Context: an optimization exercise on an open-source flow, tuned for small area. The choices shown serve that exercise and are no tape-out recipe.
Where RTL was checked, it was by simulation tests only, not by an equivalence proof against the original.
Function not checked in run 1: the RTL went through the layout flow alone.
No run shown here takes its clock network from TritonCTS; it comes from the design's own scripts or RTL.
The clock input has no modelled driver; a real chip could not lean on it and would need a root buffer or a full tree.
Power and IR drop assume default switching activity.

--- constraint.sdc ---
create_clock -name core_clock -period 5.0 [get_ports {clk}]
set_input_delay 1.0000 -clock core_clock [delete_from_list [all_inputs] [get_ports {clk}]]
set_output_delay 1.0000 -clock core_clock [all_outputs]
set_load 0.01 [all_outputs]
--- design.v ---
`timescale 1ns / 1ps
module axi_to_apb_bridge_sel (
    input  logic s0,
    input  logic a,
    input  logic s1,
    input  logic b,
    output logic y
);
    assign y = (s0 & a) | (s1 & b);
endmodule
module axi_to_apb_bridge (
    input  logic        clk,
    input  logic        rst_n,
    input  logic [31:0] awaddr,
    input  logic        awvalid,
    output logic        awready,
    input  logic [31:0] wdata,
    input  logic        wvalid,
    output logic        wready,
    output logic        bvalid,
    input  logic        bready,
    output logic        PSEL,
    output logic        PENABLE,
    output logic        PWRITE,
    output logic [31:0] PADDR,
    output logic [31:0] PWDATA
);
    logic        st1, st0;
    logic [1:0]  cnt;
    logic [31:0] addr;
    logic [31:0] data;
    wire idle   = ~st1 & ~st0;
    wire busy   = st1 | st0;
    wire access = st1 & ~st0;
    wire wdone  = st1 &  st0;
    wire last   = wdone & (cnt == 2'd3);
    wire bhs    = bvalid & bready;
    assign PSEL    = st1;
    assign PWRITE  = st1;
    assign wready  = access;
    assign PENABLE = wdone;
    assign PADDR   = addr;
    assign PWDATA  = data;
    always_ff @(posedge clk or negedge rst_n) begin
        if (!rst_n) begin
            st1     <= 1'b0;
            st0     <= 1'b0;
            awready <= 1'b0;
            bvalid  <= 1'b0;
            cnt     <= 2'd0;
        end else begin
            case ({st1, st0})
                2'b00: if (awvalid && awready) st0 <= 1'b1;
                2'b01: if (wvalid) begin st1 <= 1'b1; st0 <= 1'b0; end
                2'b10: st0 <= 1'b1;
                2'b11: begin st1 <= 1'b0; st0 <= ~last; end
            endcase
            if (bhs)
                awready <= 1'b1;
            else if (idle && awvalid)
                awready <= ~awready;
            if (bhs)
                bvalid <= 1'b0;
            else if (last)
                bvalid <= 1'b1;
            if (bhs)
                cnt <= 2'd0;
            else if (wdone)
                cnt <= cnt + 2'd1;
        end
    end
    logic [29:0] t;     
    logic [29:0] nxt;
    assign nxt = addr[31:2] ^ t;
    assign t[0] = wdone;
    assign t[17:1] = addr[18:2] & t[16:0];
    assign t[18] = t[6] & (&addr[19:8]);
    assign t[29:19] = addr[30:20] & t[28:18];
    logic [31:0] addr_d, data_d;
    logic        load_d, hold_d;
    assign load_d = ~st1;
    assign hold_d = st1;
    genvar i;
    generate
        for (i = 0; i < 32; i++) begin : g_sel
            axi_to_apb_bridge_sel u_addr (
                .s0(idle), .a(awaddr[i]),
                .s1(busy), .b(i < 2 ? addr[i] : nxt[i >= 2 ? i - 2 : 0]),
                .y(addr_d[i]));
            axi_to_apb_bridge_sel u_data (
                .s0(load_d), .a(wdata[i]),
                .s1(hold_d), .b(data[i]),
                .y(data_d[i]));
        end
    endgenerate
    always_ff @(posedge clk) begin
        addr <= addr_d;
        data <= data_d;
    end
endmodule
--- flow/run.sh ---
#!/bin/bash
# Own flow: the standard layout (standard.sh, unchanged synthesis), with
# the port buffers made of the smallest buffer (buf_1) instead of the
# resizer's default choice, and, in place of TritonCTS, area recovery
# (flow/area_recover.tcl: unbuffering and downsizing where timing allows)
# and a one-level clock tree, both run by flow/manual_cts.tcl. Each tool's output goes to a log
# in this folder (and ORFS's own per-step logs under orfs/logs).
set -euo pipefail
cd "$(dirname "$0")/.."

export BUFFER_PORTS_ARGS="-buffer_cell sky130_fd_sc_hd__buf_1"
export PRE_CTS_TCL="$PWD/flow/manual_cts.tcl"
export AREA_RECOVER_SLACK=0.3
export MANUAL_CTS_CLUSTERS=4
export MANUAL_CTS_BUF=sky130_fd_sc_hd__buf_6

bash standard.sh finish > standard_flow.log 2>&1
--- config.mk ---
export PLATFORM = sky130hd
export DESIGN_NAME = axi_to_apb_bridge
export DESIGN_NICKNAME = axi_to_apb_bridge
export VERILOG_FILES = /design/flow/design.v
export SDC_FILE = /design/flow/constraint.sdc
export NUM_CORES = 4
export LEC_CHECK = 0
export CAP_MARGIN = 0
export CORE_MARGIN = 2
export CORE_UTILIZATION = 65
export PLACE_DENSITY = 0.85
export SLEW_MARGIN = 0
export SYNTH_HIERARCHICAL = 1
export SYNTH_MINIMUM_KEEP_SIZE = 0
--- flow/area_recover.tcl ---
# Area recovery after placement: removes buffers that synthesis or placement
# repair left between internal nets (port buffers stay), then swaps each
# combinational cell or register for the smallest-area cell of the same
# function (same name stem, other drive strength) while setup slack stays
# above AREA_RECOVER_SLACK ns and there are no max-slew or max-capacitance
# violations.

proc ar_check { min_slack } {
  estimate_parasitics -placement
  set ws [sta::worst_slack_cmd max]
  return [expr { $ws >= $min_slack * 1e-9
                 && [sta::max_slew_violation_count] == 0
                 && [sta::max_capacitance_violation_count] == 0 }]
}

proc ar_area { } {
  set a 0.0
  foreach inst [[ord::get_db_block] getInsts] {
    set m [$inst getMaster]
    if { [$m getType] eq "CORE" } {
      set a [expr { $a + [$m getWidth] * [$m getHeight] / 1e6 }]
    }
  }
  return $a
}

# Removes buffer iname (its loads move to its input net) unless that breaks
# the checks, in which case the buffer is put back as it was.
proc ar_unbuffer { iname min_slack } {
  set block [ord::get_db_block]
  set inst [$block findInst $iname]
  set master [$inst getMaster]
  set loc [$inst getLocation]
  set orient [$inst getOrient]
  set in_net [[$inst findITerm A] getNet]
  set out_net [[$inst findITerm X] getNet]
  set out_name [$out_net getName]
  set loads {}
  foreach it [$out_net getITerms] {
    if { [$it getInst] ne $inst } { lappend loads $it }
  }
  foreach it $loads {
    $it disconnect
    $it connect $in_net
  }
  odb::dbInst_destroy $inst
  odb::dbNet_destroy $out_net
  if { [ar_check $min_slack] } {
    puts "area_recover: removed buffer $iname"
    return
  }
  set inst [odb::dbInst_create $block $master $iname]
  $inst setOrient $orient
  $inst setLocation [lindex $loc 0] [lindex $loc 1]
  $inst setPlacementStatus PLACED
  set out_net [odb::dbNet_create $block $out_name]
  [$inst findITerm A] connect $in_net
  [$inst findITerm X] connect $out_net
  foreach it $loads {
    $it disconnect
    $it connect $out_net
  }
  ar_check $min_slack
  puts "area_recover: kept buffer $iname"
}

proc area_recover { } {
  set min_slack $::env(AREA_RECOVER_SLACK)
  set block [ord::get_db_block]
  set ninst [llength [$block getInsts]]
  puts "area_recover: start area [format %.1f [ar_area]], $ninst instances"

  # buffers whose nets touch no port
  set bufs {}
  foreach inst [$block getInsts] {
    set mname [[$inst getMaster] getName]
    if { ![regexp {^sky130_fd_sc_hd__(buf|clkbuf)_[0-9]+$} $mname] } { continue }
    set port 0
    foreach it [$inst getITerms] {
      set net [$it getNet]
      if { $net ne "NULL" && ([llength [$net getBTerms]] > 0 || [$net getSigType] eq "CLOCK") } {
        set port 1
      }
    }
    if { !$port } { lappend bufs [$inst getName] }
  }
  foreach b $bufs {
    ar_unbuffer $b $min_slack
  }

  # downsizing, largest cells first
  set cand {}
  foreach inst [$block getInsts] {
    set m [$inst getMaster]
    if { [$m getType] ne "CORE" } { continue }
    set mname [$m getName]
    if { ![regexp {^(sky130_fd_sc_hd__.+)_([0-9]+)$} $mname -> stem size] } { continue }
    if { [regexp {tapvpwrvgnd|fill|decap} $stem] } { continue }
    lappend cand [list [$inst getName] $stem $mname]
  }
  foreach c $cand {
    lassign $c iname stem mname
    set inst [$block findInst $iname]
    if { $inst eq "NULL" } { continue }
    set cur [[$inst getMaster] getName]
    set curarea [expr { [[$inst getMaster] getWidth] * [[$inst getMaster] getHeight] }]
    set opts {}
    foreach lc [get_lib_cells ${stem}_*] {
      set n [get_name $lc]
      if { ![regexp "^${stem}_\[0-9\]+\$" $n] } { continue }
      set skip 0
      foreach pat [expr { [info exists ::env(DONT_USE_CELLS)] ? $::env(DONT_USE_CELLS) : {} }] {
        if { [string match $pat $n] } { set skip 1 }
      }
      if { $skip } { continue }
      set m [[ord::get_db] findMaster $n]
      if { $m eq "NULL" } { continue }
      set a [expr { [$m getWidth] * [$m getHeight] }]
      if { $a < $curarea } { lappend opts [list $a $n] }
    }
    foreach o [lsort -integer -index 0 $opts] {
      lassign $o a n
      replace_cell [get_cells $iname] $n
      if { [ar_check $min_slack] } {
        puts "area_recover: $iname $cur -> $n"
        set cur $n
        break
      }
      replace_cell [get_cells $iname] $cur
    }
  }
  estimate_parasitics -placement
  puts "area_recover: end area [format %.1f [ar_area]], [llength [$block getInsts]] instances, worst slack [sta::worst_slack_cmd max]"
}
--- flow/manual_cts.tcl ---

source [file join [file dirname [info script]] area_recover.tcl]

rename clock_tree_synthesis orfs_clock_tree_synthesis

proc clock_tree_synthesis { args } {
  area_recover
  set k $::env(MANUAL_CTS_CLUSTERS)
  set bufname $::env(MANUAL_CTS_BUF)
  set db [ord::get_db]
  set block [ord::get_db_block]
  set clk [$block findNet clk]
  set master [$db findMaster $bufname]

  # clock sinks and their locations
  set sinks {}
  set xs {}
  set ys {}
  foreach it [$clk getITerms] {
    set inst [$it getInst]
    set bb [$inst getBBox]
    lappend sinks $it
    lappend xs [expr { ([$bb xMin] + [$bb xMax]) / 2.0 }]
    lappend ys [expr { ([$bb yMin] + [$bb yMax]) / 2.0 }]
  }
  set n [llength $sinks]
  puts "manual_cts: $n clock sinks, $k clusters of $bufname"

  # k-means, seeded by slicing the sinks sorted by x
  set order [lsort -real -indices $xs]
  set cx {}
  set cy {}
  for { set c 0 } { $c < $k } { incr c } {
    set i [lindex $order [expr { int(($c + 0.5) * $n / $k) }]]
    lappend cx [lindex $xs $i]
    lappend cy [lindex $ys $i]
  }
  set assign [lrepeat $n 0]
  for { set iter 0 } { $iter < 50 } { incr iter } {
    for { set i 0 } { $i < $n } { incr i } {
      set best 0
      set bestd 1e30
      for { set c 0 } { $c < $k } { incr c } {
        set dx [expr { [lindex $xs $i] - [lindex $cx $c] }]
        set dy [expr { [lindex $ys $i] - [lindex $cy $c] }]
        set d [expr { $dx * $dx + $dy * $dy }]
        if { $d < $bestd } {
          set bestd $d
          set best $c
        }
      }
      lset assign $i $best
    }
    for { set c 0 } { $c < $k } { incr c } {
      set sx 0.0
      set sy 0.0
      set m 0
      for { set i 0 } { $i < $n } { incr i } {
        if { [lindex $assign $i] == $c } {
          set sx [expr { $sx + [lindex $xs $i] }]
          set sy [expr { $sy + [lindex $ys $i] }]
          incr m
        }
      }
      if { $m > 0 } {
        lset cx $c [expr { $sx / $m }]
        lset cy $c [expr { $sy / $m }]
      }
    }
  }

  # balanced assignment: nearest centre first, at most ceil(n/k) sinks each
  set cap [expr { ($n + $k - 1) / $k }]
  set pairs {}
  for { set i 0 } { $i < $n } { incr i } {
    for { set c 0 } { $c < $k } { incr c } {
      set dx [expr { [lindex $xs $i] - [lindex $cx $c] }]
      set dy [expr { [lindex $ys $i] - [lindex $cy $c] }]
      lappend pairs [list [expr { $dx * $dx + $dy * $dy }] $i $c]
    }
  }
  set fill [lrepeat $k 0]
  set done [lrepeat $n 0]
  foreach p [lsort -real -index 0 $pairs] {
    lassign $p d i c
    if { [lindex $done $i] || [lindex $fill $c] >= $cap } { continue }
    lset assign $i $c
    lset done $i 1
    lset fill $c [expr { [lindex $fill $c] + 1 }]
  }
  # buffer at the centre of its final cluster
  for { set c 0 } { $c < $k } { incr c } {
    set sx 0.0
    set sy 0.0
    set m 0
    for { set i 0 } { $i < $n } { incr i } {
      if { [lindex $assign $i] == $c } {
        set sx [expr { $sx + [lindex $xs $i] }]
        set sy [expr { $sy + [lindex $ys $i] }]
        incr m
      }
    }
    if { $m > 0 } {
      lset cx $c [expr { $sx / $m }]
      lset cy $c [expr { $sy / $m }]
    }
  }

  for { set c 0 } { $c < $k } { incr c } {
    set inst [odb::dbInst_create $block $master "clkbuf_manual_$c"]
    set w [[$inst getMaster] getWidth]
    set h [[$inst getMaster] getHeight]
    $inst setLocation [expr { int([lindex $cx $c] - $w / 2) }] [expr { int([lindex $cy $c] - $h / 2) }]
    $inst setPlacementStatus PLACED
    set net [odb::dbNet_create $block "clk_leaf_$c"]
    $net setSigType CLOCK
    [$inst findITerm A] connect $clk
    [$inst findITerm X] connect $net
    set m 0
    for { set i 0 } { $i < $n } { incr i } {
      if { [lindex $assign $i] == $c } {
        set it [lindex $sinks $i]
        $it disconnect
        $it connect $net
        incr m
      }
    }
    puts "manual_cts: clkbuf_manual_$c drives $m sinks"
  }
  set_propagated_clock [all_clocks]
}
--- standard.sh ---
#!/bin/bash
# synth_recipe.tcl (not shown) runs the flow's synth.tcl, then flattens the netlist and writes it again
# the make line also repeats each setting of config.mk as NAME=value (left out here)
make -C /OpenROAD-flow-scripts/flow DESIGN_CONFIG=/design/flow/config.mk WORK_HOME=/design/flow/orfs CLKGATE_MAP_FILE= SYNTH_SCRIPT=/design/flow/synth_recipe.tcl "${@:-finish}"
==> results of run 1 <==
## Yosys stat by module, one instance, submodules excluded
module	cells inside	copies in the design
axi_to_apb_bridge	132	1
axi_to_apb_bridge_sel	1	64
## critical path: cells and delay by family (launching register included)
kind | cells | cell delay (ns)
DFF | 1 | 0.53
AOI/OAI and AO/OA | 1 | 0.18
xor gates and xnor gates | 1 | 0.16
and+or+nand+nor | 3 | 0.38
adders and majority gates | 17 | 3.14
## final cells by class
type,instances,share of cell area
Sequential cell,70,0.4499
Multi-Input combinational cell,121,0.3504
Timing Repair Buffer,138,0.1628
Tap cell,48,0.01888
Buffer,5,0.01573
Inverter,2,0.002359
## flip-flops by register name, indices dropped and copies added, names as in the netlist
register	cells
addr	32
data	32
cnt	2
awready	1
bvalid	1
st0	1
st1	1
## per-layer routing
| metal | wire (um) | GRT usage | part of all wire | vias to the layer above |
|---|---|---|---|---|
| met3 | 456 | 0.03333 | 0.073 | 12 |
| met5 | 0 | 0 | 0 | - |
| met1 | 2582 | 0.3591 | 0.41 | 1036 |
| met4 | 113 | 0.04847 | 0.018 | 0 |
| met2 | 3077 | 0.4827 | 0.49 | 98 |
| li1 | - | - | - | 1055 |
## path summary, 6_finish.rpt
path,start,to,slack [ns],depth (start not counted)
max in group asynchronous,rst_n,st0$_DFFE_PN0P_,4.04,1
worst max register to register,st0$_DFFE_PN0P_,addr[31]$_DFF_P_,0.52,22
worst max-delay path,st0$_DFFE_PN0P_,addr[31]$_DFF_P_,0.52,22
min in group asynchronous,rst_n,st1$_DFFE_PN0P_,0.71,1
worst min-delay path,data[8]$_DFF_P_,data[8]$_DFF_P_,0.48,1
worst min register to register,data[8]$_DFF_P_,data[8]$_DFF_P_,0.48,1
## cell families after synthesis
family          count (synthesis)  share of synthesized area
compound gates                 73                     0.2424
flops                          70                     0.5524
fa+ha+maj                      29                     0.1400
simple gates                   14                    0.03187
buf+inv                         5                    0.01304
mux                             3                    0.01352
xor+xnor                        2                   0.006761
## per-stage QoR
step                hold WS, ns    util  power (uW)  setup WS [ns]  cells
detailed placement       0.4514  0.8416        1941         0.5104    380
CTS                      0.4838  0.8499        2132         0.4810    384
floorplan                0.5110       -        1596         0.3299    196
global placement         0.4505  0.8416        1897         0.7517    380
finish                   0.4808  0.8499        2131         0.5204    384
global route             0.4996  0.8499        2277         0.2527    384
## cells in the final DEF, fill, tap and decap left out, types with 3 or more instances in the layout
master and instances:
nand3_1 3, dfrtp_1 6, dfxtp_1 64, buf_6 4, ha_1 29, buf_1 138
a21oi_1 4, a22o_1 64
## power groups by stage
stage	Sequential [uW]	Combinational, uW	Clock, uW
after CTS	1000	924	206
after floorplan	1130	463	0
final	1010	916	210
after detailed placement	1010	929	0
after global routing	1040	1010	227
after global placement	999	898	0
==> impl_metrics.ini, run 1 <==
[setup_path]
cpMostUsedCell = ha_1
cp_max_fo = 13
cp-start-kind = register
endpoint_kind = register
cp.arrival_ns = 4.53
crit_type = reg -> reg
cpMaxStageDelayCell = dfrtp_1
crit_path_max_incr_delay_ns = 0.53
path_cells = and2_1, ha_1, ha_1, ha_1, ha_1, ha_1, ha_1, nand4_1, nor4_1, ha_1, ha_1, ha_1, ha_1, ha_1, ha_1, ha_1, ha_1, ha_1, ha_1, ha_1, xor2_1, a22o_1
worstPathRequired_ns = 5.05

[power]
pwr-share-clk = 0.098
p_seq_frac = 0.472
p_leak_uw = 0.001416
peakVddDrop_mv = 0.4080
power_density_nw_per_um2 = 669.7
power_switching_uw = 840.9
swShare = 0.3946
combPwrFrac = 0.430
intPower_uw = 1290

[drt]
drc = 0
via_per_inst = 5.732
drt_iter0_drc = 105
wire_per_inst_um = 16.22
first_pass_iters = 5
antenna_left = 0
drt-total-wl_um = 6229
num_vias = 2201

[placement]
placed_cell_area_sq_um = 3151
place_hpwl_um = 4600
routabilityCongestion = 0.8115
io_buffers = 138

[die]
die_h_um = 67.14
core-area_sq_um = 3744
io_pins = 139
fp-row-count = 22
die_x_um = 67.14
initial_core_util = 0.6922
die_area_sq_um = 4508

[logic_synthesis]
synth_edf_count = 0
synth_commonest_cells = a22o_1 (64), dfxtp_1 (64), ha_1 (29)
synth_seq_cells = 70
yosys.area.top_type = dfxtp_1
synth_cell_types = 25
synthesis.nets = 294
synth.cell_area_sq_um = 2591
yosysTopAreaCellShare = 0.4944
synth_area_per_cell_sq_um = 13.22
synthArstFlopShare = 0.08571
synthCells = 196
yosys_warnings = 7
synth_area_leaders = dfxtp_1 (49%), a22o_1 (22%), ha_1 (14%)
synth_top_flop_cell = dfxtp_1
seq_area_frac_synth = 0.5524

[global_routing]
grt_pass1_vias = 1982
grtUsageTotal = 0.2712
grt_max_degree = 46
grt_overflow_total = 0
antenna_found_initial = 0
grt_pass1_wl_um = 9508

[status]
status = complete, no violations

[sta]
final_hold_viol_count = 0
max_freq_ghz = 0.2232
relSlewSlack = 0.2563
worst_slew_pin_slew_ns = 1.116
rsz0062_at_grt = false
tns_ns = 0
drv_slew = 0
fin_crit_sh = 0.8959
setup_viol = 0
clock_skew_ns = 0.009420
period_needed_ns = 4.480

[final_layout]
layout-drive-gt1-share = 0.01488
diodes = 0
fin_nets = 436
stdcell_area_sq_um = 3182
nFillCells = 227
multi_input_area_sq_um = 1115
seqCellArea_sq_um = 1431
area.growth.synth_to_final_pct = 22.79

[worst_hold_path]
min_path_type = reg -> reg

[cts]
postCtsResizedCells = 0
clk_transition_reported_paths_ns = 0.12
cts_setup_buffers = 0
clk_latency_ns = 0.14
hold_buffers = 0

[job]
cap_violations = 0
==> inputs of run 2 (changes only) <==
--- a/design.v
+++ b/design.v
@@ -31,10 +31,11 @@
     logic [31:0] data;
     wire idle   = ~st1 & ~st0;
     wire busy   = st1 | st0;
-    wire access = st1 & ~st0;
-    wire wdone  = st1 &  st0;
+    wire access = st1 &  st0;
+    wire wdone  = st1 & ~st0;
     wire last   = wdone & (cnt == 2'd3);
     wire bhs    = bvalid & bready;
+    wire ahs    = awvalid & awready;
     assign PSEL    = st1;
     assign PWRITE  = st1;
     assign wready  = access;
@@ -49,12 +50,8 @@
             bvalid  <= 1'b0;
             cnt     <= 2'd0;
         end else begin
-            case ({st1, st0})
-                2'b00: if (awvalid && awready) st0 <= 1'b1;
-                2'b01: if (wvalid) begin st1 <= 1'b1; st0 <= 1'b0; end
-                2'b10: st0 <= 1'b1;
-                2'b11: begin st1 <= 1'b0; st0 <= ~last; end
-            endcase
+            st1 <= st0 & (st1 | wvalid);
+            st0 <= st1 ? ~(st0 | (cnt == 2'd3)) : (st0 | ahs);
             if (bhs)
                 awready <= 1'b1;
             else if (idle && awvalid)
@@ -73,9 +70,9 @@
     logic [29:0] nxt;
     assign nxt = addr[31:2] ^ t;
     assign t[0] = wdone;
-    assign t[17:1] = addr[18:2] & t[16:0];
-    assign t[18] = t[6] & (&addr[19:8]);
-    assign t[29:19] = addr[30:20] & t[28:18];
+    assign t[15:1] = addr[16:2] & t[14:0];
+    assign t[16] = t[0] & (&addr[17:2]);
+    assign t[29:17] = addr[30:18] & t[28:16];
     logic [31:0] addr_d, data_d;
     logic        load_d, hold_d;
     assign load_d = ~st1;
==> impl_metrics.ini, run 2 <==
[setup_path]
cp.arrival_ns = 4.59
endpoint_kind = register
cp-start-kind = register
cp_max_fo = 40
worstPathRequired_ns = 5.04
crit_type = reg -> reg
worstRegToRegCells = 18

[drt]
num_vias = 2149
drt-total-wl_um = 6012
drt_iter0_drc = 143
drc = 0
first_pass_iters = 4
via_per_inst = 5.655
wire_per_inst_um = 15.82
antenna_left = 0

[cts]
hold_buffers = 0
postCtsResizedCells = 0
cts_setup_buffers = 0
clk_latency_ns = 0.14
clk_transition_reported_paths_ns = 0.11

[logic_synthesis]
synth_top_flop_cell = dfxtp_1
synth_commonest_cells = a22o_1 (64), dfxtp_1 (64), ha_1 (29)
synth_area_leaders = dfxtp_1 (50%), a22o_1 (22%), ha_1 (14%)
yosysTopAreaCellShare = 0.5042
synth-xor-area-share = 0.01034
yosys.area.top_type = dfxtp_1
synth_seq_cells = 70
synth_compound_area_frac = 0.2358
synth_mux_area_frac = 0.007878
yosys_warnings = 7
synthAdderAreaFrac = 0.1428
yosys.area_share.simple = 0.02954
synthArstFlopShare = 0.08571
synth_edf_count = 0
synth.cell_area_sq_um = 2541
synthesis.nets = 290
synth_top_family_by_area = compound AO/OA/AOI/OAI gates
seq_area_frac_synth = 0.5633
synthCells = 192
synth_cell_types = 21
synth_area_per_cell_sq_um = 13.24

[global_routing]
grt_use_met2 = 0.4875
grtUsageMet3 = 0.05068
grt_pass1_vias = 1941
grt_pass1_wl_um = 9039
grtUsageTotal = 0.2618
grt_max_degree = 41
grt_busiest_layer = met2
met1_usage = 0.3149
antenna_found_initial = 0
grt_overflow_total = 0

[final_layout]
area.growth.synth_to_final_pct = 23.73
final_common_cell = buf_1
nFillCells = 226
layout-drive-gt1-share = 0.01205
mostFrequentLayoutCells = buf_1 (138), a22o_1 (64), dfxtp_1 (64)
stdcell_area_sq_um = 3144
diodes = 0
fin_nets = 432
reg.largest.list = addr: 32 flops, data: 32 flops, cnt: 2 flops

[sta]
fin_crit_sh = 0.9107
drv_slew = 0
setup_viol = 0
worst_slew_pin_slew_ns = 1.184
final_hold_viol_count = 0
max_freq_ghz = 0.2196
rsz0062_at_grt = false
tns_ns = 0
period_needed_ns = 4.554
relSlewSlack = 0.2105
clock_skew_ns = 0.004552

[power]
peakVddDrop_mv = 0.5623
intPower_uw = 1322
combPwrFrac = 0.421
pwr-share-clk = 0.092
swShare = 0.3974
power_density_nw_per_um2 = 697.9
p_seq_frac = 0.487
p_leak_uw = 0.001396
power_switching_uw = 872.0

[die]
die_area_sq_um = 4426
die_h_um = 66.53
io_pins = 139
die_x_um = 66.53
fp-row-count = 22
initial_core_util = 0.6838
core-area_sq_um = 3716

[placement]
routabilityCongestion = 0.7793
io_buffers = 138
placed_cell_area_sq_um = 3119
place_hpwl_um = 4620

[worst_hold_path]
hold_depth = 1
min_path_type = reg -> reg

[job]
cap_violations = 0

[status]
status = complete, no violations
## run 2: cell types whose count changed in the layout (fill, tap and decap cells not counted), moves of 2 or more
cell	change
nand3_1	-3
nand4_1	+2
a21bo_1	-2
nand3b_1	-2
## run 2: final timing paths
check	start	to	slack, ns
setup / recovery	st1$_DFF_PN0_	addr[17]$_DFF_P_	0.45
hold / removal	data[15]$_DFF_P_	data[15]$_DFF_P_	0.48
setup reg to reg	st1$_DFF_PN0_	addr[17]$_DFF_P_	0.45
hold reg to reg	data[15]$_DFF_P_	data[15]$_DFF_P_	0.48
max in group asynchronous	rst_n	st1$_DFF_PN0_	4.04
min in group asynchronous	rst_n	cnt[1]$_DFFE_PN0P_	0.71
## run 2: Yosys stat by module, one instance, submodules excluded
module | cell area (sq um) | times used | cells inside
axi_to_apb_bridge | 1981 | 1 | 128
axi_to_apb_bridge_sel | 8.758 | 64 | 1
## run 2: layer usage
layer | up-vias | wire (um)
met5 | - | 0
met4 | 0 | 102
met3 | 8 | 511
met2 | 99 | 3005
met1 | 1003 | 2393
li1 | 1039 | -
## run 2: through the flow
step	instances	hold slack (ns)	util	power [uW]	setup slack, ns
final	380	0.4818	0.8461	2194	0.4463
after floorplan	192	0.5028	-	1638	0.8149
after CTS	380	0.4838	0.8461	2205	0.4317
after global placement	378	0.4504	0.8394	1972	1.233
after global routing	380	0.4911	0.8461	2343	0.2399
after detailed placement	378	0.4513	0.8394	2020	1.054
## run 2: kinds of logic after synthesis
| logic type | count (synthesis) |
|---|---|
| muxes | 2 |
| adders and majority gates | 29 |
| and+or+nand+nor | 12 |
| buffers and inverters | 5 |
| xor gates and xnor gates | 3 |
| DFF | 70 |
| AOI/OAI and AO/OA | 71 |
## run 2: power groups by stage
stage / Combinational, uW / Sequential [uW] / Clock [uW]
after floorplan: 464 / 1170 / 0
after global placement: 951 / 1020 / 0
after detailed placement: 981 / 1040 / 0
after CTS: 935 / 1070 / 202
after global routing: 1020 / 1100 / 224
final: 923 / 1070 / 202
## run 2: area by class of cell
type                            count  area, sq um  share of cell area
Tap cell                           48        60.06             0.01910
Timing Repair Buffer              138        518.0              0.1647
Multi-Input combinational cell    117         1079              0.3430
Inverter                            3        11.26            0.003581
Buffer                              4        45.04             0.01433
Sequential cell                    70         1431              0.4552
## run 2: critical path, cell delays in order, from the launching register on
cell and delay, ns:
dfrtp_1 0.82, and2b_1 0.47, ha_1 0.24, ha_1 0.19, ha_1 0.18, ha_1 0.20
ha_1 0.19, ha_1 0.19, ha_1 0.19, ha_1 0.18, ha_1 0.18, ha_1 0.18
ha_1 0.17, ha_1 0.18, ha_1 0.18, ha_1 0.18, ha_1 0.19, xor2_1 0.16
a22o_1 0.19
==> inputs of run 3 (changes only) <==
--- a/design.v
+++ b/design.v
@@ -33,7 +33,7 @@
     wire busy   = st1 | st0;
     wire access = st1 &  st0;
     wire wdone  = st1 & ~st0;
-    wire last   = wdone & (cnt == 2'd3);
+    wire last   = wdone & (cnt == 2'b10);
     wire bhs    = bvalid & bready;
     wire ahs    = awvalid & awready;
     assign PSEL    = st1;
@@ -51,7 +51,7 @@
             cnt     <= 2'd0;
         end else begin
             st1 <= st0 & (st1 | wvalid);
-            st0 <= st1 ? ~(st0 | (cnt == 2'd3)) : (st0 | ahs);
+            st0 <= st1 ? ~(st0 | (cnt == 2'b10)) : (st0 | ahs);
             if (bhs)
                 awready <= 1'b1;
             else if (idle && awvalid)
@@ -63,7 +63,7 @@
             if (bhs)
                 cnt <= 2'd0;
             else if (wdone)
-                cnt <= cnt + 2'd1;
+                cnt <= {cnt[0], ~cnt[1]};
         end
     end
     logic [29:0] t;     
==> impl_metrics.ini, run 3 <==
[global_routing]
antenna_found_initial = 0
grt_pass1_wl_um = 9473
grtUsageTotal = 0.2714
grt_pass1_vias = 2023
grt_overflow_total = 0
grt_max_degree = 42

[logic_synthesis]
synth_top_family_by_area = compound AO/OA/AOI/OAI gates
synth_edf_count = 0
synth_seq_cells = 70
synth_mux_area_frac = 0.007870
yosys_warnings = 7
synth_commonest_cells = a22o_1 (64), dfxtp_1 (64), ha_1 (28)
synth.cell_area_sq_um = 2544
synthArstFlopShare = 0.08571
synth-xor-area-share = 0.006886
synth_area_leaders = dfxtp_1 (50%), a22o_1 (22%), ha_1 (14%)
synth_compound_area_frac = 0.2391
synth_top_flop_cell = dfxtp_1
yosysTopAreaCellShare = 0.5037
synth_cell_types = 23
synth_area_per_cell_sq_um = 13.25
yosys.area_share.simple = 0.03837
synthAdderAreaFrac = 0.1377
synthCells = 192
synthesis.nets = 289
yosys.area.top_type = dfxtp_1
seq_area_frac_synth = 0.5627

[final_layout]
reg.largest.list = addr: 32 flops, data: 32 flops, cnt: 2 flops
stdcell_count = 381
stdcell_area_sq_um = 3141
area.growth.synth_to_final_pct = 23.46
diodes = 0
layout-drive-gt1-share = 0.01802
final_common_cell = buf_1
mostFrequentLayoutCells = buf_1 (138), a22o_1 (64), dfxtp_1 (64)
fin_nets = 432
nFillCells = 233

[sta]
clock_skew_ns = 0.006991
setup_viol = 0
relSlewSlack = 0.2188
final_hold_viol_count = 0
max_freq_ghz = 0.2233
fin_crit_sh = 0.8957
worst_slew_pin_slew_ns = 1.172
tns_ns = 0
period_needed_ns = 4.479
drv_slew = 0
timing.final.ws_setup_ns = 0.5213
rsz0062_at_grt = false

[setup_path]
crit_type = reg -> reg
cp-start-kind = register
cp.arrival_ns = 4.52
cp_max_fo = 41
worstPathRequired_ns = 5.04
endpoint_kind = register

[cts]
cts_setup_buffers = 0
hold_buffers = 0
postCtsResizedCells = 0
clk_latency_ns = 0.14
clk_transition_reported_paths_ns = 0.11

[placement]
io_buffers = 138
dp_cells = 378
placed_cell_area_sq_um = 3122
routabilityCongestion = 0.7610
place_hpwl_um = 4740
dp_slack_ns = 1.139

[drt]
antenna_left = 0
drc = 0
drt-total-wl_um = 6106
first_pass_iters = 4
wire_per_inst_um = 16.03
drt_iter0_drc = 154
via_per_inst = 5.651
num_vias = 2153

[die]
initial_core_util = 0.6845
die_area_sq_um = 4430
die_h_um = 66.56
core-area_sq_um = 3716
fp-row-count = 22
die_x_um = 66.56
io_pins = 139

[status]
status = complete, no violations

[power]
p_leak_uw = 0.001390
power_density_nw_per_um2 = 697.8
peakVddDrop_mv = 0.4091

[worst_hold_path]
min_path_type = reg -> reg

[job]
cap_violations = 0
[run 3: cell type report]
cell class	instances	area (sq um)	area share
flip-flops and latches	70	1431	0.4558
multi-input cells	118	1075	0.3422
plain buffers	4	45.04	0.01434
repair buffers	138	518.0	0.1649
well taps	48	60.06	0.01912
inverters	3	11.26	0.003586
[run 3: Yosys stat by module (local to each module, per instance)]
| module | flip-flops and latches | copies in the design |
|---|---|---|
| axi_to_apb_bridge | 70 | 1 |
| axi_to_apb_bridge_sel | 0 | 64 |
[run 3: metal layers]
metal	vias up	global-route usage	routed length [um]
met2	109	0.5188	3046
li1	1039	-	-
met5	-	0	0
met1	993	0.3126	2382
met3	12	0.05236	574
met4	0	0.05102	102
[run 3: cells by family (layout without fill, tap and decap cells)]
family	after synthesis	count (layout)
flip-flops	70	70
adder cells (fa/ha/maj)	28	28
AND/OR/NAND/NOR	14	14
AO/OA/AOI/OAI	72	72
buffers and inverters	4	145
XOR/XNOR	2	2
multiplexers	2	2
[run 3: worst paths after layout]
path | cells past startpoint | endpoint | slack [ns] | from
min in group asynchronous | 1 | st0$_DFF_PN0_ | 0.71 | rst_n
min | 1 | addr[0]$_DFF_P_ | 0.48 | addr[0]$_DFF_P_
max reg2reg | 19 | addr[17]$_DFF_P_ | 0.52 | st1$_DFF_PN0_
min reg2reg | 1 | addr[0]$_DFF_P_ | 0.48 | addr[0]$_DFF_P_
max | 19 | addr[17]$_DFF_P_ | 0.52 | st1$_DFF_PN0_
max in group asynchronous | 1 | cnt[1]$_DFFE_PN0P_ | 4.05 | rst_n
[run 3: worst max-delay path, stage by stage (launching register included)]
cell	delay [ns]
dfrtp_1	0.82
nand2b_1	0.38
inv_2	0.10
ha_1	0.21
ha_1	0.18
ha_1	0.19
ha_1	0.18
ha_1	0.17
ha_1	0.18
ha_1	0.19
ha_1	0.19
ha_1	0.18
ha_1	0.18
ha_1	0.18
ha_1	0.18
ha_1	0.18
ha_1	0.19
ha_1	0.19
xor2_1	0.14
a22o_1	0.17
[run 3: power breakdown]
| group | switching (uW) | internal, uW |
|---|---|---|
| combinational | 516 | 404 |
| sequential | 225 | 849 |
| clock | 132 | 64.8 |
| total | 874 | 1320 |
[run 3: stage by stage]
step | power, uW | hold slack [ns] | utilization
after floorplan | 1644 | 0.5110 | -
after global placement | 1983 | 0.4512 | 0.8401
after detailed placement | 2028 | 0.4514 | 0.8401
after CTS | 2201 | 0.4834 | 0.8451
after global routing | 2354 | 0.4966 | 0.8451
final | 2191 | 0.4793 | 0.8451
==> inputs of run 4 (changes only) <==
--- a/design.v
+++ b/design.v
@@ -68,11 +68,15 @@
     end
     logic [29:0] t;     
     logic [29:0] nxt;
+    logic        cup;   
     assign nxt = addr[31:2] ^ t;
     assign t[0] = wdone;
     assign t[15:1] = addr[16:2] & t[14:0];
-    assign t[16] = t[0] & (&addr[17:2]);
+    assign t[16] = cup;
     assign t[29:17] = addr[30:18] & t[28:16];
+    always_ff @(posedge clk) begin
+        cup <= addr[17] & t[15];
+    end
     logic [31:0] addr_d, data_d;
     logic        load_d, hold_d;
     assign load_d = ~st1;
--- a/flow/run.sh
+++ b/flow/run.sh
@@ -13,5 +13,7 @@
 export AREA_RECOVER_SLACK=0.3
 export MANUAL_CTS_CLUSTERS=4
 export MANUAL_CTS_BUF=sky130_fd_sc_hd__buf_6
+export MANUAL_CTS_UPSIZE="sky130_fd_sc_hd__buf_6 sky130_fd_sc_hd__buf_8 sky130_fd_sc_hd__buf_12"
+export MANUAL_CTS_MAX_SLEW=0.118
 
 bash standard.sh finish > standard_flow.log 2>&1
--- a/flow/manual_cts.tcl
+++ b/flow/manual_cts.tcl
@@ -128,4 +128,26 @@
     puts "manual_cts: clkbuf_manual_$c drives $m sinks"
   }
   set_propagated_clock [all_clocks]
+
+  # Upsize a cluster's buffer along MANUAL_CTS_UPSIZE while the estimated
+  # worst clock-pin slew of its cluster is over MANUAL_CTS_MAX_SLEW (ns).
+  set sizes $::env(MANUAL_CTS_UPSIZE)
+  set limit $::env(MANUAL_CTS_MAX_SLEW)
+  for { set c 0 } { $c < $k } { incr c } {
+    while { 1 } {
+      estimate_parasitics -placement
+      set worst 0.0
+      foreach p [get_pins -of_objects [get_nets clk_leaf_$c] -filter "direction==input"] {
+        set s [get_property $p slew_max]
+        if { $s > $worst } { set worst $s }
+      }
+      set inst [$block findInst clkbuf_manual_$c]
+      set cur [[$inst getMaster] getName]
+      puts "manual_cts: clkbuf_manual_$c $cur estimated worst sink slew $worst ns"
+      if { $worst <= $limit } { break }
+      set i [lsearch -exact $sizes $cur]
+      if { $i < 0 || $i + 1 >= [llength $sizes] } { break }
+      replace_cell [get_cells clkbuf_manual_$c] [lindex $sizes [expr { $i + 1 }]]
+    }
+  }
 }
==> impl_metrics.ini, run 4 <==
[global_routing]
grt_pass1_vias = 1908
grt_overflow_total = 0
antenna_found_initial = 0
grtUsageTotal = 0.2417
grt_pass1_wl_um = 8576
grt_max_degree = 42

[drt]
first_pass_iters = 4
drc = 0
via_per_inst = 5.531
antenna_left = 0
wire_per_inst_um = 15.16
drt-total-wl_um = 5717
num_vias = 2085
drt_iter0_drc = 105

[final_layout]
diodes = 0
layout-drive-gt1-share = 0.01520
mostFrequentLayoutCells = buf_1 (138), dfxtp_1 (65), a22o_1 (64)
stdcell_count = 377
fin_nets = 429
area.growth.synth_to_final_pct = 24.44
nFillCells = 220
reg.largest.list = addr: 32 flops, data: 32 flops, cnt: 2 flops
final_common_cell = buf_1
final_core_util = 0.8497

[die]
initial_core_util = 0.6828
core-area_sq_um = 3689
io_pins = 139
die_area_sq_um = 4389
die_x_um = 66.25
fp-row-count = 22
die_h_um = 66.25

[sta]
relSlewSlack = 0.2130
clock_skew_ns = 0.01337
timing.final.ws_setup_ns = 0.4479
final_hold_viol_count = 0
tns_ns = 0
max_freq_ghz = 0.2197
period_needed_ns = 4.552
rsz0062_at_grt = false
timing.hold.ws_ns = 0.4774
drv_slew = 0
setup_viol = 0
fin_crit_sh = 0.9104
worst_slew_pin_slew_ns = 1.181

[power]
peakVddDrop_mv = 0.4822
p_leak_uw = 0.001409
power_density_nw_per_um2 = 696.2

[setup_path]
cpMostUsedCell = ha_1
crit_type = reg -> reg
cpMaxStageDelayCell = dfrtp_1
path_delay_family = adder cells
crit_path_max_incr_delay_ns = 0.82
worstPathRequired_ns = 5.03
path_cells = nand2b_1, inv_1, ha_1, ha_1, ha_1, ha_1, ha_1, ha_1, ha_1, ha_1, ha_1, ha_1, ha_1, ha_1, ha_1, ha_1, ha_1, ha_1, a22o_1
endpoint_kind = register
cp.buffers_inverters = 1
cp_max_fo = 41
cp.arrival_ns = 4.58
cp-start-kind = register

[cts]
hold_buffers = 0
clk_latency_ns = 0.14
postCtsResizedCells = 0
cts_setup_buffers = 0
clk_transition_reported_paths_ns = 0.10

[placement]
place_hpwl_um = 4327
io_buffers = 138
dp_cells = 374
routabilityCongestion = 0.7352
dp_slack_ns = 1.025

[logic_synthesis]
synth_area_leaders = dfxtp_1 (52%), a22o_1 (22%), ha_1 (14%)
synth.cell_area_sq_um = 2519
synth.most_common_cell = dfxtp_1
synth_seq_cells = 71
yosys.area.top_type = dfxtp_1
seq_area_frac_synth = 0.5763
synth_top_flop_cell = dfxtp_1
synth_edf_count = 0
yosys_warnings = 7
synth_commonest_cells = dfxtp_1 (65), a22o_1 (64), ha_1 (29)
synth_cell_types = 22
synth_area_per_cell_sq_um = 13.40
synthCells = 188
synthArstFlopShare = 0.08451
synthesis.nets = 286
yosysTopAreaCellShare = 0.5166

[job]
cap_violations = 0

[worst_hold_path]
min_path_type = reg -> reg

[status]
status = complete, no violations
[run 4: cell count changes after synthesis, sizes merged]
cell	previous run	this run
xor2	2	1
inv	3	4
mux2i	2	1
ha	28	29
nand2	2	1
dfxtp	64	65
o21ai	1	2
nand4	4	0
or3	1	0
nor3	1	0
nand3b	0	1
[run 4: final cells by class]
| cell class | instances | area (sq um) | share of cell area |
|---|---|---|---|
| plain buffers | 4 | 48.80 | 0.01557 |
| repair buffers | 138 | 518.0 | 0.1653 |
| inverters | 4 | 15.01 | 0.004790 |
| multi-input cells | 112 | 1041 | 0.3321 |
| flip-flops and latches | 71 | 1451 | 0.4631 |
| well taps | 48 | 60.06 | 0.01916 |
[run 4: final timing paths]
check | from | end | slack (ns) | depth (start not counted)
hold / removal | data[6]$_DFF_P_ | data[6]$_DFF_P_ | 0.48 | 1
max in group asynchronous | rst_n | st0$_DFF_PN0_ | 4.03 | 1
setup / recovery | st1$_DFF_PN0_ | addr[17]$_DFF_P_ | 0.45 | 19
hold reg to reg | data[6]$_DFF_P_ | data[6]$_DFF_P_ | 0.48 | 1
setup reg to reg | st1$_DFF_PN0_ | addr[17]$_DFF_P_ | 0.45 | 19
min in group asynchronous | rst_n | st1$_DFF_PN0_ | 0.72 | 1
[run 4: kinds of logic after synthesis]
kind of cell,Yosys count,share of synthesized area
mux,1,0.003974
compound gates,73,0.2419
fa+ha+maj,29,0.1441
flops,71,0.5763
buf+inv,5,0.008941
simple gates,8,0.02137
xor+xnor,1,0.003478
[run 4: where the power goes]
| group | switching (uW) | internal, uW | total, uW |
|---|---|---|---|
| clock | 138 | 71.6 | 209 |
| sequential | 200 | 856 | 1060 |
| combinational | 514 | 403 | 917 |
[run 4: stage by stage]
step / power, uW / area [sq um]
finish: 2182 / 3134
CTS: 2186 / 3134
floorplan: 1628 / 2519
detailed placement: 1994 / 3097
global route: 2333 / 3134
global placement: 1951 / 3097
[run 4: worst reg2reg max path, stage by stage (launching register included)]
cell and delay (ns):
dfrtp_1 0.82, nand2b_1 0.40, inv_1 0.10, ha_1 0.19
ha_1 0.18, ha_1 0.18, ha_1 0.18, ha_1 0.18
ha_1 0.18, ha_1 0.18, ha_1 0.18, ha_1 0.18
ha_1 0.18, ha_1 0.18, ha_1 0.18, ha_1 0.18
ha_1 0.18, ha_1 0.18, ha_1 0.28, a22o_1 0.18
[run 4: metal layers]
metal / wire length, um / track usage
met1: 2386 / 0.3069
met2: 2837 / 0.4363
met3: 371 / 0.03066
met4: 123 / 0.05357
met5: 0 / 0
[run 4: Yosys stat by module, one instance, submodules excluded]
module / copies in the design / cell area [sq um]
axi_to_apb_bridge_sel: 64 / 8.758
axi_to_apb_bridge: 1 / 1958
==> inputs of run 5 (changes only) <==
--- a/flow/run.sh
+++ b/flow/run.sh
@@ -13,7 +13,7 @@
 export AREA_RECOVER_SLACK=0.3
 export MANUAL_CTS_CLUSTERS=4
 export MANUAL_CTS_BUF=sky130_fd_sc_hd__buf_6
-export MANUAL_CTS_UPSIZE="sky130_fd_sc_hd__buf_6 sky130_fd_sc_hd__buf_8 sky130_fd_sc_hd__buf_12"
+export MANUAL_CTS_UPSIZE="sky130_fd_sc_hd__buf_6 sky130_fd_sc_hd__clkbuf_8 sky130_fd_sc_hd__buf_8 sky130_fd_sc_hd__buf_12"
 export MANUAL_CTS_MAX_SLEW=0.118
 
 bash standard.sh finish > standard_flow.log 2>&1
==> impl_metrics.ini, run 5 <==
[status]
status = complete, no violations

[logic_synthesis]
synth_commonest_cells = dfxtp_1 (65), a22o_1 (64), ha_1 (29)
synth_seq_cells = 71
synthArstFlopShare = 0.08451
synth_area_leaders = dfxtp_1 (52%), a22o_1 (22%), ha_1 (14%)
synth_cell_types = 22
synth.most_common_cell = dfxtp_1
yosysTopAreaCellShare = 0.5166
yosys_warnings = 7
seq_area_frac_synth = 0.5763
synthesis.nets = 286
yosys.area.top_type = dfxtp_1
synth_edf_count = 0
synth.cell_area_sq_um = 2519
synth_area_per_cell_sq_um = 13.40
synth_top_flop_cell = dfxtp_1
synthCells = 188

[sta]
worst_slew_pin_slew_ns = 1.181
clock_skew_ns = 0.03407
timing.hold.ws_ns = 0.4774
tns_ns = 0
max_freq_ghz = 0.2216
setup_viol = 0
period_needed_ns = 4.513
drv_slew = 0
rsz0062_at_grt = false
relSlewSlack = 0.2130
final_hold_viol_count = 0
fin_crit_sh = 0.9027

[setup_path]
worstPathRequired_ns = 5.07
cpMostUsedCell = ha_1
cp-start-kind = register
path_cells = nand2b_1, inv_1, ha_1, ha_1, ha_1, ha_1, ha_1, ha_1, ha_1, ha_1, ha_1, ha_1, ha_1, ha_1, ha_1, ha_1, ha_1, ha_1, a22o_1
endpoint_kind = register
crit_path_max_incr_delay_ns = 0.82
path_delay_family = adder cells
cp.arrival_ns = 4.58
cp.buffers_inverters = 1
cpMaxStageDelayCell = dfrtp_1
cp_max_fo = 41
crit_type = reg -> reg

[final_layout]
area.growth.synth_to_final_pct = 24.39
final_core_util = 0.8494
mostFrequentLayoutCells = buf_1 (138), dfxtp_1 (65), a22o_1 (64)
diodes = 0
seqCellArea_sq_um = 1451
layout-drive-gt1-share = 0.01520
stdcell_area_sq_um = 3133
nFillCells = 221
reg.largest.list = addr: 32 flops, data: 32 flops, cnt: 2 flops
final_common_cell = buf_1
multi_input_area_sq_um = 1041
fin_nets = 429

[placement]
routabilityCongestion = 0.7352
placed_cell_area_sq_um = 3097
io_buffers = 138
place_hpwl_um = 4327

[drt]
first_pass_iters = 4
via_per_inst = 5.531
drt-total-wl_um = 5718
wire_per_inst_um = 15.17
antenna_left = 0
drc = 0
num_vias = 2085
drt_iter0_drc = 105

[power]
peakVddDrop_mv = 0.4821
p_leak_uw = 0.001409
power_density_nw_per_um2 = 695.1

[die]
die_h_um = 66.25
core-area_sq_um = 3689
die_x_um = 66.25
fp-row-count = 22
die_area_sq_um = 4389
io_pins = 139
initial_core_util = 0.6828

[worst_hold_path]
min_path_type = reg -> reg

[cts]
postCtsResizedCells = 0
clk_transition_reported_paths_ns = 0.11
clk_latency_ns = 0.16
hold_buffers = 0
cts_setup_buffers = 0

[global_routing]
grt_pass1_wl_um = 8576
grtUsageTotal = 0.2417
grt_max_degree = 42
grt_overflow_total = 0
antenna_found_initial = 0
grt_pass1_vias = 1908

[job]
cap_violations = 0
-- run 5: power by group --
group / total [uW] / internal, uW / switching, uW / leakage, uW
clock: 205 / 67.4 / 138 / 0.0000253
combinational: 917 / 403 / 514 / 0.000763
sequential: 1060 / 856 / 200 / 0.000620
-- run 5: Yosys stat by module, one instance, submodules excluded --
module	times used	cells
axi_to_apb_bridge_sel	64	1
axi_to_apb_bridge	1	124
-- run 5: layer usage --
metal / routed length (um) / vias up / share of wire / track usage
met5: 0 / - / 0 / 0
met4: 122 / 0 / 0.021 / 0.05357
met3: 371 / 12 / 0.065 / 0.03066
met2: 2837 / 85 / 0.50 / 0.4363
met1: 2387 / 969 / 0.42 / 0.3069
li1: - / 1019 / - / -
-- run 5: path summary, 6_finish.rpt --
kind | start | end | slack (ns) | cells past startpoint
max in group asynchronous | rst_n | bvalid$_DFFE_PN0P_ | 4.03 | 1
worst max-delay path | st1$_DFF_PN0_ | addr[17]$_DFF_P_ | 0.49 | 19
worst max register to register | st1$_DFF_PN0_ | addr[17]$_DFF_P_ | 0.49 | 19
min in group asynchronous | rst_n | st0$_DFF_PN0_ | 0.69 | 1
worst min register to register | data[6]$_DFF_P_ | data[6]$_DFF_P_ | 0.48 | 1
worst min-delay path | data[6]$_DFF_P_ | data[6]$_DFF_P_ | 0.48 | 1
-- run 5: layout make-up --
| cell class | count | share of cell area |
|---|---|---|
| Timing Repair Buffer | 138 | 0.1653 |
| Tap cell | 48 | 0.01917 |
| Multi-Input combinational cell | 112 | 0.3323 |
| Buffer | 4 | 0.01518 |
| Sequential cell | 71 | 0.4633 |
| Inverter | 4 | 0.004792 |
-- run 5: per-stage QoR --
stage / instances / setup WS [ns] / total power [uW]
after CTS: 377 / 0.4658 / 2181
after floorplan: 188 / 0.7561 / 1628
after detailed placement: 374 / 1.025 / 1994
final: 377 / 0.4866 / 2178
after global placement: 374 / 1.129 / 1951
after global routing: 377 / 0.1679 / 2329
-- run 5: cells by family (layout without fill, tap and decap cells) --
family | after synthesis | in the layout | synth area share
AO/OA/AOI/OAI | 73 | 73 | 0.2419
flip-flops | 71 | 71 | 0.5763
adder cells (fa/ha/maj) | 29 | 29 | 0.1441
AND/OR/NAND/NOR | 8 | 8 | 0.02137
buffers and inverters | 5 | 146 | 0.008941
XOR/XNOR | 1 | 1 | 0.003478
multiplexers | 1 | 1 | 0.003974
==> inputs of run 6 (changes only) <==
--- a/design.v
+++ b/design.v
@@ -1,13 +1,4 @@
 `timescale 1ns / 1ps
-module axi_to_apb_bridge_sel (
-    input  logic s0,
-    input  logic a,
-    input  logic s1,
-    input  logic b,
-    output logic y
-);
-    assign y = (s0 & a) | (s1 & b);
-endmodule
 module axi_to_apb_bridge (
     input  logic        clk,
     input  logic        rst_n,
@@ -77,25 +68,11 @@
     always_ff @(posedge clk) begin
         cup <= addr[17] & t[15];
     end
-    logic [31:0] addr_d, data_d;
-    logic        load_d, hold_d;
-    assign load_d = ~st1;
-    assign hold_d = st1;
-    genvar i;
-    generate
-        for (i = 0; i < 32; i++) begin : g_sel
-            axi_to_apb_bridge_sel u_addr (
-                .s0(idle), .a(awaddr[i]),
-                .s1(busy), .b(i < 2 ? addr[i] : nxt[i >= 2 ? i - 2 : 0]),
-                .y(addr_d[i]));
-            axi_to_apb_bridge_sel u_data (
-                .s0(load_d), .a(wdata[i]),
-                .s1(hold_d), .b(data[i]),
-                .y(data_d[i]));
-        end
-    endgenerate
+    wire ld_addr = idle & ahs;
+    wire hd_data = access;
+    wire ld_data = ~st1 & wvalid;
     always_ff @(posedge clk) begin
-        addr <= addr_d;
-        data <= data_d;
+        addr <= ({32{ld_addr}} & awaddr) | ({32{busy}} & {nxt, addr[1:0]});
+        data <= ({32{ld_data}} & wdata)  | ({32{hd_data}} & data);
     end
 endmodule
--- a/flow/run.sh
+++ b/flow/run.sh
@@ -13,7 +13,7 @@
 export AREA_RECOVER_SLACK=0.3
 export MANUAL_CTS_CLUSTERS=4
 export MANUAL_CTS_BUF=sky130_fd_sc_hd__buf_6
-export MANUAL_CTS_UPSIZE="sky130_fd_sc_hd__buf_6 sky130_fd_sc_hd__clkbuf_8 sky130_fd_sc_hd__buf_8 sky130_fd_sc_hd__buf_12"
+export MANUAL_CTS_UPSIZE="sky130_fd_sc_hd__buf_6 sky130_fd_sc_hd__buf_8 sky130_fd_sc_hd__buf_12"
 export MANUAL_CTS_MAX_SLEW=0.118
 
 bash standard.sh finish > standard_flow.log 2>&1
--- a/config.mk
+++ b/config.mk
@@ -8,7 +8,4 @@
 export CAP_MARGIN = 0
 export CORE_MARGIN = 2
 export CORE_UTILIZATION = 65
-export PLACE_DENSITY = 0.85
 export SLEW_MARGIN = 0
-export SYNTH_HIERARCHICAL = 1
-export SYNTH_MINIMUM_KEEP_SIZE = 0
==> impl_metrics.ini, run 6 <==
[status]
status = complete, no violations

[sta]
drv_slew = 0
worst_slew_pin_slew_ns = 1.205
fin_crit_sh = 0.8116
rsz0062_at_grt = false
timing.hold.ws_ns = 0.4880
tns_ns = 0
relSlewSlack = 0.1929
setup_viol = 0
max_freq_ghz = 0.2464
final_hold_viol_count = 0
period_needed_ns = 4.058
clock_skew_ns = 0.01351

[final_layout]
diodes = 0
mostFrequentLayoutCells = buf_1 (138), dfxtp_1 (65), a22o_1 (64)
stdcell_count = 379
fin_nets = 429
area.growth.synth_to_final_pct = 18.19
layout-drive-gt1-share = 0.01520
reg.largest.list = addr: 32 flops, data: 32 flops, cnt: 2 flops
final_common_cell = buf_1

[die]
die_area_sq_um = 4622
fp-row-count = 23
initial_core_util = 0.6701
io_pins = 139
die_x_um = 67.99
die_h_um = 67.99
core-area_sq_um = 3971

[logic_synthesis]
synth_edf_count = 0
synth.most_common_cell = dfxtp_1
synth_area_leaders = dfxtp_1 (49%), a22o_1 (21%), ha_1 (14%)
synth_area_per_cell_sq_um = 13.05
synthesis.nets = 302
synthCells = 204
synthArstFlopShare = 0.08451
synth_seq_cells = 71
seq_area_frac_synth = 0.5454
yosysTopAreaCellShare = 0.4890
synth_top_flop_cell = dfxtp_1
synth_commonest_cells = dfxtp_1 (65), a22o_1 (64), ha_1 (29)
synth.cell_area_sq_um = 2661
yosys.area.top_type = dfxtp_1
yosys_warnings = 1
synth_cell_types = 26

[setup_path]
path_cells = nand2b_1, inv_1, ha_1, ha_1, ha_1, ha_1, ha_1, ha_1, ha_1, ha_1, ha_1, ha_1, ha_1, ha_1, ha_1, ha_1, ha_1, ha_1, a22o_1
cpMaxStageDelayCell = dfrtp_1
endpoint_kind = register
worstPathRequired_ns = 5.04
crit_path_max_incr_delay_ns = 0.49
path_delay_family = adder cells
crit_type = reg -> reg
cp.buffers_inverters = 1
cp-start-kind = register
cp.arrival_ns = 4.10
cpMostUsedCell = ha_1
cp_max_fo = 10

[global_routing]
grtUsageTotal = 0.2164
grt_max_degree = 34
antenna_found_initial = 0
grt_overflow_total = 0
grt_pass1_wl_um = 7872
grt_pass1_vias = 1803

[drt]
wire_per_inst_um = 14.39
via_per_inst = 5.435
antenna_left = 0
drt-total-wl_um = 5453
drt_iter0_drc = 100
num_vias = 2060
first_pass_iters = 4
drc = 0

[placement]
io_buffers = 138
dp_cells = 377
routabilityCongestion = 0.8379
place_hpwl_um = 4045

[power]
power_density_nw_per_um2 = 525.0
p_seq_frac = 0.507
p_total_uw = 1651
intPower_uw = 1061
pwr-share-clk = 0.133
p_leak_uw = 0.001418
combPwrFrac = 0.360
power_switching_uw = 590.2
swShare = 0.3574
peakVddDrop_mv = 0.3692

[worst_hold_path]
min_path_type = reg -> reg

[cts]
postCtsResizedCells = 0
cts_setup_buffers = 0
clk_latency_ns = 0.14
clk_transition_reported_paths_ns = 0.11
hold_buffers = 0

[job]
cap_violations = 0
run 6: layer usage:
layer  part of all wire  vias to the layer above  track usage  wire length, um
met4             0.0035                        0      0.01750               19
met1               0.43                      956       0.2686             2350
met3              0.070                        2      0.02796              384
met5                  0                        -            0                0
li1                   -                     1022            -                -
met2               0.49                       80       0.4126             2698
run 6: logic make-up (layout without fill, tap and decap cells):
family          after synthesis  in the layout  synth area share
compound gates               73             73            0.2290
xor+xnor                      1              1          0.003292
fa+ha+maj                    29             29            0.1363
buf+inv                      19            144           0.05689
flops                        71             71            0.5454
mux                           1              1          0.003761
simple gates                 10             10           0.02539
run 6: layout make-up:
type | count | area [sq um]
plain buffers | 4 | 52.55
fillers | 281 | 825.8
inverters | 2 | 7.507
multi-input cells | 114 | 1054
flip-flops and latches | 71 | 1451
well taps | 50 | 62.56
repair buffers | 138 | 518.0
run 6: final timing paths:
path / from / to / slack (ns) / cells past startpoint
min in group asynchronous: rst_n / st1$_DFF_PN0_ / 0.72 / 1
max in group asynchronous: rst_n / bvalid$_DFFE_PN0P_ / 4.03 / 1
hold reg to reg: data[25]$_DFF_P_ / data[25]$_DFF_P_ / 0.49 / 1
hold / removal: data[25]$_DFF_P_ / data[25]$_DFF_P_ / 0.49 / 1
setup / recovery: st1$_DFF_PN0_ / addr[17]$_DFF_P_ / 0.94 / 19
setup reg to reg: st1$_DFF_PN0_ / addr[17]$_DFF_P_ / 0.94 / 19
run 6: through the flow:
step,instance area (sq um),setup slack (ns),util
floorplan,2661,1.094,-
global placement,3115,1.076,0.7845
detailed placement,3115,0.9348,0.7845
CTS,3146,0.9226,0.7921
global route,3146,0.6915,0.7921
finish,3146,0.9421,0.7921
run 6: power groups by stage:
stage | sequential (uW) | clock [uW] | combinational [uW]
after floorplan | 913 | 0 | 398
after detailed placement | 852 | 0 | 609
after CTS | 839 | 225 | 602
after global routing | 861 | 244 | 663
after global placement | 843 | 0 | 592
final | 837 | 220 | 594

==> what the ideal ports hide <==
In the flow no input, the clock included, has a driving cell. The finished layouts below were timed again as built, in two steps.
Step 1 sets driving cells, clkbuf_16 on the clock port and buf_2 on the other inputs (assumed; they add their load-dependent delay and slew).
Step 2 moves the port delays by t, midway between the first and last clock arrival at a register: inputs arrive t later, outputs are due t later. That takes back most of the time a late clock gives input paths.
Slacks: ideal / step 1 / step 2; pairs: ideal / step 1.
| run | shift t [ns] | setup slack, ns | hold slack, ns |
|---|---|---|---|
| run 1 | 0.195 | 0.520 / 0.520 / 0.520 | 0.481 / 0.481 / 0.481 |
| run 2 | 0.194 | 0.446 / 0.446 / 0.446 | 0.482 / 0.482 / 0.482 |
| run 3 | 0.190 | 0.521 / 0.521 / 0.521 | 0.479 / 0.479 / 0.479 |
| run 4 | 0.192 | 0.448 / 0.448 / 0.448 | 0.477 / 0.477 / 0.477 |
| run 5 | 0.203 | 0.487 / 0.487 / 0.487 | 0.477 / 0.477 / 0.477 |
| run 6 | 0.192 | 0.942 / 0.942 / 0.942 | 0.488 / 0.488 / 0.488 |
After both steps every run listed still meets setup and hold.
